From an optimization exercise on the open Yosys and OpenROAD flow, aimed at small area and a short achievable clock period; shortcuts taken in it are not production practice. Only simulation tests tie the RTL to the original design; equivalence was not proved. Power and IR drop assume default switching activity.

==> flow/design.v (outline; a module is shown in full before it is edited, if it fits) <==
// module MUX: 15 lines
// module Adder_A: 573 lines
// module Adder_W: 357 lines
// module Adder_L: 360 lines
// module Adder_P: 329 lines
// module PG_N: 4 lines
// module Nor_Or: 3 lines
// module PG_C: 3 lines
// module Black_N: 4 lines
// module Black_P: 4 lines
// module Gray_N: 3 lines
// module Gray_P: 3 lines
// module Inv_1: 3 lines
// module Xor_2: 3 lines
// module Xnor_2: 3 lines
// module Sign_Extend: 7 lines
// module Shift_left_twice: 7 lines
// module PC: 19 lines
// module Half_Add: 4 lines
// module Register_File: 16 lines
// module ALU: 14 lines
// module Multiplier: 1261 lines
// module Booth_Enc: 4 lines
// module Booth_Sel: 3 lines
// module Booth_Sel2: 4 lines
// module Full_Add: 4 lines
// module Control_Unit: 33 lines
// module Data_Path: 78 lines
// module Reg_Hold: 3 lines
// module MIPS: 26 lines
module MIPS (
  input  wire        CLK,
  input  wire        RST,
  input  wire [31:0] instr,
  input  wire [31:0] ReadData,
  output wire [31:0] PC,
  output wire [31:0] ALUOut,
  output wire [31:0] WriteData,
  output wire        MemWrite
);
  // ...
==> flow/flow/run.sh <==
#!/bin/bash
# Layout flow: the standard synthesis and layout (standard.sh), with two
# changes to how the layout is made:
#  - the port buffers are buf_2 cells (the default choice is a slow delay
#    buffer whose footprint the resizer may not change);
#  - timing repair aims for 6.5 ns of setup slack instead of 5.
# Each step's full output goes to a log file of its own in this folder.
set -euo pipefail
export BUFFER_PORTS_ARGS="-buffer_cell sky130_fd_sc_hd__buf_2"
bash standard.sh synth > synth.log 2>&1
bash standard.sh SETUP_SLACK_MARGIN=6.5 finish > layout.log 2>&1
==> flow/standard.sh <==
#!/bin/bash
# synth_recipe.tcl (not shown) runs the flow's synth.tcl, then flattens the netlist and writes it again
# the make line also repeats each setting of config.mk as NAME=value (left out here)
make -C /OpenROAD-flow-scripts/flow DESIGN_CONFIG=/design/flow/config.mk WORK_HOME=/design/flow/orfs CLKGATE_MAP_FILE= SYNTH_SCRIPT=/design/flow/synth_recipe.tcl "${@:-finish}"
==> flow/config.mk <==
export PLATFORM = sky130hd
export DESIGN_NAME = MIPS
export DESIGN_NICKNAME = MIPS
export VERILOG_FILES = /design/flow/design.v
export SDC_FILE = /design/flow/constraint.sdc
export NUM_CORES = 8
export LEC_CHECK = 0
export CAP_MARGIN = 20
export CORE_MARGIN = 2
export CORE_UTILIZATION = 55
export CTS_BUF_LIST = sky130_fd_sc_hd__clkbuf_8
export CTS_CLUSTER_DIAMETER = 50
export CTS_CLUSTER_SIZE = 16
export PLACE_DENSITY = 0.7
export SETUP_SLACK_MARGIN = 5
export SLEW_MARGIN = 20
export SYNTH_HIERARCHICAL = 1
==> flow/constraint.sdc <==
create_clock -name core_clock -period 17.0 [get_ports {CLK}]
set_input_delay 3.4000 -clock core_clock [delete_from_list [all_inputs] [get_ports {CLK}]]
set_output_delay 3.4000 -clock core_clock [all_outputs]
set_load 0.01 [all_outputs]
==> impl_results.md, run 1 <==
* Commonest non-fill, non-tap cell in the layout: nand2_1
* Fin nets at 8061
* Via density at 7.13
* DR pass1 iterations at 17
* Outcome: finished clean
* Seq pwr at 0.00283 W
* CP Capture Type: output pin
* Total chip power at 0.00544 W
* R2R depth at 23
* Crit path launch: instr[25]
* Initial cell density of the core at 0.555
* Comb group at 0.000501 W
* Critical Path Source Type: input pin
* DRC at 0
* Layout cells sized above 1 at 0.140
* Antenna violations before repair at 18
* Post-place instance area at 0.0682 sq mm
* Req. time, crit path at 13600 ps
* Layout clock buffer count at 131
* Row cnt at 126
* Crit path time final at 10620 ps
* Inverters excl. clock at 74
* I/O pin total at 163
* Design internal power at 0.00387 W
* Post-Synthesis Cells at 7602
* Hold Path End: DP.RegFile[29][25]
* DR WL met2 at 117000 um
* Crit path kind: input pin to output pin
* Min-Delay Path Class: register to register
* Die footprint at 0.122 sq mm
* PwrDens at 75.2 mW/mm^2
* Seq pwr share at 0.521
==> module Register_File, before the edit <==
module Register_File (
  input  [1023:0] Regs,       
  input  [31:0]   Sel,        
  input           Hit,        
  input  [31:0]   Byp,
  output [31:0]   RD
);
reg [31:0] r;
integer k;
always @* begin
  r = {32{Hit}} & Byp;
  for (k = 0; k < 32; k = k + 1)
    r = r | ({32{Sel[k]}} & Regs[32*k +: 32]);
end
assign RD = r;
endmodule
==> inputs of run 2 (changes only) <==
--- a/flow/design.v
+++ b/flow/design.v
@@ -1709,14 +1709,32 @@
   input  [31:0]   Byp,
   output [31:0]   RD
 );
-reg [31:0] r;
-integer k;
-always @* begin
-  r = {32{Hit}} & Byp;
-  for (k = 0; k < 32; k = k + 1)
-    r = r | ({32{Sel[k]}} & Regs[32*k +: 32]);
-end
-assign RD = r;
+wire [32:0]   s = {Hit, Sel};
+wire [1055:0] d = {Byp, Regs};            
+wire [351:0]  y;                          
+genvar t, b;
+generate
+  for (t = 0; t < 11; t = t + 1) begin : tr
+    for (b = 0; b < 32; b = b + 2) begin : bt
+      Read_Cell c (
+        .s0(s[3*t]), .s1(s[3*t+1]), .s2(s[3*t+2]),
+        .d0({d[32*(3*t)   + b + 1], d[32*(3*t)   + b]}),
+        .d1({d[32*(3*t+1) + b + 1], d[32*(3*t+1) + b]}),
+        .d2({d[32*(3*t+2) + b + 1], d[32*(3*t+2) + b]}),
+        .y ({y[11*(b+1) + t], y[11*b + t]})
+      );
+    end
+  end
+  for (b = 0; b < 32; b = b + 1) begin : nd
+    Read_Nand n (.y(y[11*b +: 11]), .o(RD[b]));
+  end
+endgenerate
+endmodule
+module Read_Cell (input s0, s1, s2, input [1:0] d0, d1, d2, output [1:0] y);
+assign y = ~(({2{s0}} & d0) | ({2{s1}} & d1) | ({2{s2}} & d2));
+endmodule
+module Read_Nand (input [10:0] y, output o);
+assign o = ~&y;
 endmodule
 module ALU (
   input  [31:0] SrcA, SrcB,
==> run 2 against run 1 <==
  * Still clean on timing, DRC and antenna
  * Critical path type unchanged
  * Largest cell class unchanged
  * Die area shrank 3.8%
  * Setup slack lost 11 ps
  * Sequential share of layout area grew 0.31 points
==> impl_results.md, run 2 <==
* Outcome: finished clean (unchanged)
* Final Setup Violations at 0 (unchanged)
* Hold_sp: DP.RegFile[20][21] (was DP.RegFile[29][25])
* Req. time, crit path at 13600 ps (about the same)
* Row cnt at 124 (was 126)
* Seq pwr share at 0.526 (was 0.521)
* Commonest non-fill, non-tap cell in the layout: nand2_1 (unchanged)
* Synth Area per Inst at 9.06 sq um (was 8.63 sq um)
* Layout cells sized above 1 at 0.160 (was 0.140)
* Total chip power at 0.00540 W (was 0.00544 W)
* Lkg Pwr at 26.2 nW (was 26.3 nW)
* Via density at 7.01 (was 7.13)
* CTS Buf Count at 112 (was 117)
* Combinational cell fraction of total power at 0.096 (was 0.092)
* Drt wl/cell at 29.6 um (was 31.8 um)
* CP Capture Type: output pin (unchanged)
* Hold Path End: DP.RegFile[20][21] (was DP.RegFile[29][25])
* Slack of the worst reg-to-reg path at 7710 ps (was 7510 ps)
* Fin nets at 7661 (was 8061)
* DIE WIDTH at 343 um (was 349 um)
* Hold depth at 2 (unchanged)
* Area grow syn2layout at 13.6% (was 10.2%)
* Die Ht at 343 um (was 349 um)
* Post-DRT Antenna Nets at 0 (unchanged)
* Max Cap Violations at 0 (unchanged)
* I/O pin total at 163 (unchanged)
* Min-Delay Path Class: register to register (unchanged)
* Clk latency of the worst-skew pair at 920 ps (was 960 ps)
* Placer Congestion at 1.02 (was 0.997)
* Worst setup margin at 6370 ps (was 6380 ps)
* DR iter-0 viols at 12.9k (was 11.8k)
* Pin count of the biggest net entering global routing at 67 (was 70)
* Max transition margin at 0.273 (was 0.133)
* Max reg flops at 1024 (unchanged)
* Worst R2R Start: DP.wd[4] (unchanged)
* NetSw at 0.00153 W (was 0.00156 W)
* Pre-CTS setup slack at 5260 ps (was 5630 ps)
* DR pass1 iterations at 14 (was 17)
* Crit path time final at 10630 ps (was 10620 ps)
* Vias in the first global route at 59.3k (was 61.7k)
* RSZ-0062 raised after global routing: yes (unchanged)
* Worst slew pin tran at 1080 ps (was 1300 ps)
* PwrDens at 75.4 mW/mm^2 (was 75.2 mW/mm^2)
* Port bufs at 160 (unchanged)
* Fill cells at 9857 (was 10.4k)
* Initial cell density of the core at 0.553 (was 0.555)
* DP Wirelength at 165000 um (was 176000 um)
* Hold buffer count at cts at 0 (unchanged)
* Setup TNS at 0 ps (unchanged)
* Clk sink count at 1158 (unchanged)
* R2R depth at 24 (was 23)
* Crit path kind: input pin to output pin (unchanged)
* Clk buf depth at 3 (unchanged)
* CTS root buf: clkbuf_8 (unchanged)
* DRC at 0 (unchanged)
* Max Clk Rate at 94.1 MHz (was 94.2 MHz)
* Die footprint at 0.117 sq mm (was 0.122 sq mm)
* Grt ovf at 0 (unchanged)
* Reg2reg end: DP.wa[27] (was DP.wa[29])
* Synth Cell Area at 0.0630 sq mm (was 0.0656 sq mm)
* Max-slew violations at 0 (unchanged)
* Total vias in the final route at 62.9k (was 67.0k)
* CTS clock-pin slew for the worst setup and hold paths at 90 ps (was 100 ps)
* First-pass GRT wire length at 383000 um (was 425000 um)
* Sw frac at 0.283 (was 0.288)
* Part of the cycle the worst path needs at 0.625 (about the same)
* Register area at 0.0235 sq mm (unchanged)
* Core area at 0.114 sq mm (was 0.118 sq mm)
* Clock power frac at 0.378 (was 0.387)
* Antenna violations before repair at 22 (was 18)
* Post-route cell area at 0.0716 sq mm (was 0.0723 sq mm)
* CTS tree: done (unchanged)
* Crit-path max FO at 37 (was 39)
* H-tree Lvls at 3 (unchanged)
* Multi-input logic area at 0.0396 sq mm (was 0.0406 sq mm)
* Peak supply drop at 0.103 mV (was 0.0805 mV)
* WP data arrival at 7230 ps (was 7220 ps)
* Synth Warn # at 8 (was 9)
* Final hold slack at 466 ps (about the same)
* Design internal power at 0.00387 W (about the same)
* Post-place instance area at 0.0670 sq mm (was 0.0682 sq mm)
* GRT Resource Usage Total at 0.435 (was 0.476)
* Top reg by flops: DP.RegFile (unchanged)
* Critical Path Source Type: input pin (unchanged)
* Wirelength, routed at 265000 um (was 299000 um)
* Fin Clk Skew at 88.5 ps (was 98.9 ps)
* Post-Synthesis Cells at 6956 (was 7602)
* Most frequent cells in the layout: 1320 x nand2_1, 1114 x o21ai_1, 1095 x dfxtp_1, 704 x a222oi_1, 307 x xor2_1 (was 1376 x nand2_1, 1196 x a22oi_1, 1119 x o21ai_1, 1095 x dfxtp_1, 310 x xor2_1)
* Final hold violations at 0 (unchanged)
## run 2: power groups by stage
stage / registers [W] / logic [W] / clock network, W
2_1_floorplan: 0.00290 / 0.000338 / 0
3_3_place_gp: 0.00290 / 0.000474 / 0
3_5_place_dp: 0.00290 / 0.000489 / 0
4_1_cts: 0.00284 / 0.000504 / 0.00204
5_1_grt: 0.00285 / 0.000567 / 0.00214
6_report: 0.00284 / 0.000516 / 0.00204
## run 2: area by class of cell
| cell class | count | area share |
|---|---|---|
| Inverter | 74 | 0.00388 |
| Tap cell | 1512 | 0.0264 |
| Timing Repair Buffer | 437 | 0.0510 |
| Clock inverter | 83 | 0.0140 |
| Sequential cell | 1158 | 0.328 |
| Clock buffer | 123 | 0.0236 |
| Multi-Input combinational cell | 5572 | 0.553 |
| Antenna cell | 10 | 0.000349 |
## run 2: how the worst max path moves through the flow
stage / cells after the start / endpoint / from
3_5_place_dp: 21 / DP.wa[27] / instr[19]
6_report: 17 / ALUOut[29] / instr[25]
5_1_grt: 17 / ALUOut[22] / instr[21]
2_1_floorplan: 13 / ALUOut[31] / instr[24]
4_1_cts: 17 / ALUOut[31] / instr[22]
3_3_place_gp: 21 / DP.wa[27] / instr[19]
## run 2: routing by layer
metal	routed length, um	share of wire	vias to the layer above	GRT usage
li1	-	-	27500	-
met1	96300	0.36	29400	0.554
met2	109000	0.41	4908	0.628
met3	39500	0.15	1134	0.141
met4	20300	0.076	20	0.290
met5	138	0.00052	-	0
## run 2: worst max-delay path, stage by stage
cell and delay, ps:
buf_12 110, or3b_4 320, nor3_4 80, buf_6 150, clkbuf_16 180, a222oi_1 340, nand4_1 450, or3_4 530
buf_8 220, nor2_2 180, nor2_1 100, a21oi_2 200, o21ai_1 170, a21oi_2 260, o21ai_2 120, xor2_1 210
buf_2 170
## run 2: what timing repair did
action                     4_1_cts  5_1_grt
cloned                           3        7
setup endpoints to repair       56       44
buffers inserted                44       24
hold endpoints to repair         0        0
pin swaps                       63      102
resized for setup              135      150
## run 2: per-stage QoR
stage               utilization  std cells
floorplan                     -       6974
CTS                       0.620       8928
finish                    0.628       8969
detailed placement        0.588       8675
global route              0.628       8962
global placement          0.587       8673

==> what the ideal ports hide <==
How much do the figures lean on ideal ports? The routed layouts below were timed once more, with nothing changed but the port constraints. Step 1 assumes that a clkbuf_16 drives the clock port and a buf_2 every other input. Step 2 times the ports against the registers' clock, not the clock port: input delays grow and output delays shrink by t, the midpoint of the rising clock arrivals with the driver on. Slacks: no drivers / after step 1 / after step 2; pairs: no drivers / after step 1.
run	shift t [ns]	setup slack, ns	hold WS [ns]
run 1	0.994	6.380 / 6.357 / 5.543	0.466 / 0.466 / 0.466
run 2	0.955	6.369 / 6.256 / 5.504	0.466 / 0.466 / 0.466
After both steps every run listed still meets setup and hold. The setup slack of run 2, which loses most, moves by -0.113 ns with the drivers and by -0.865 ns with both steps.
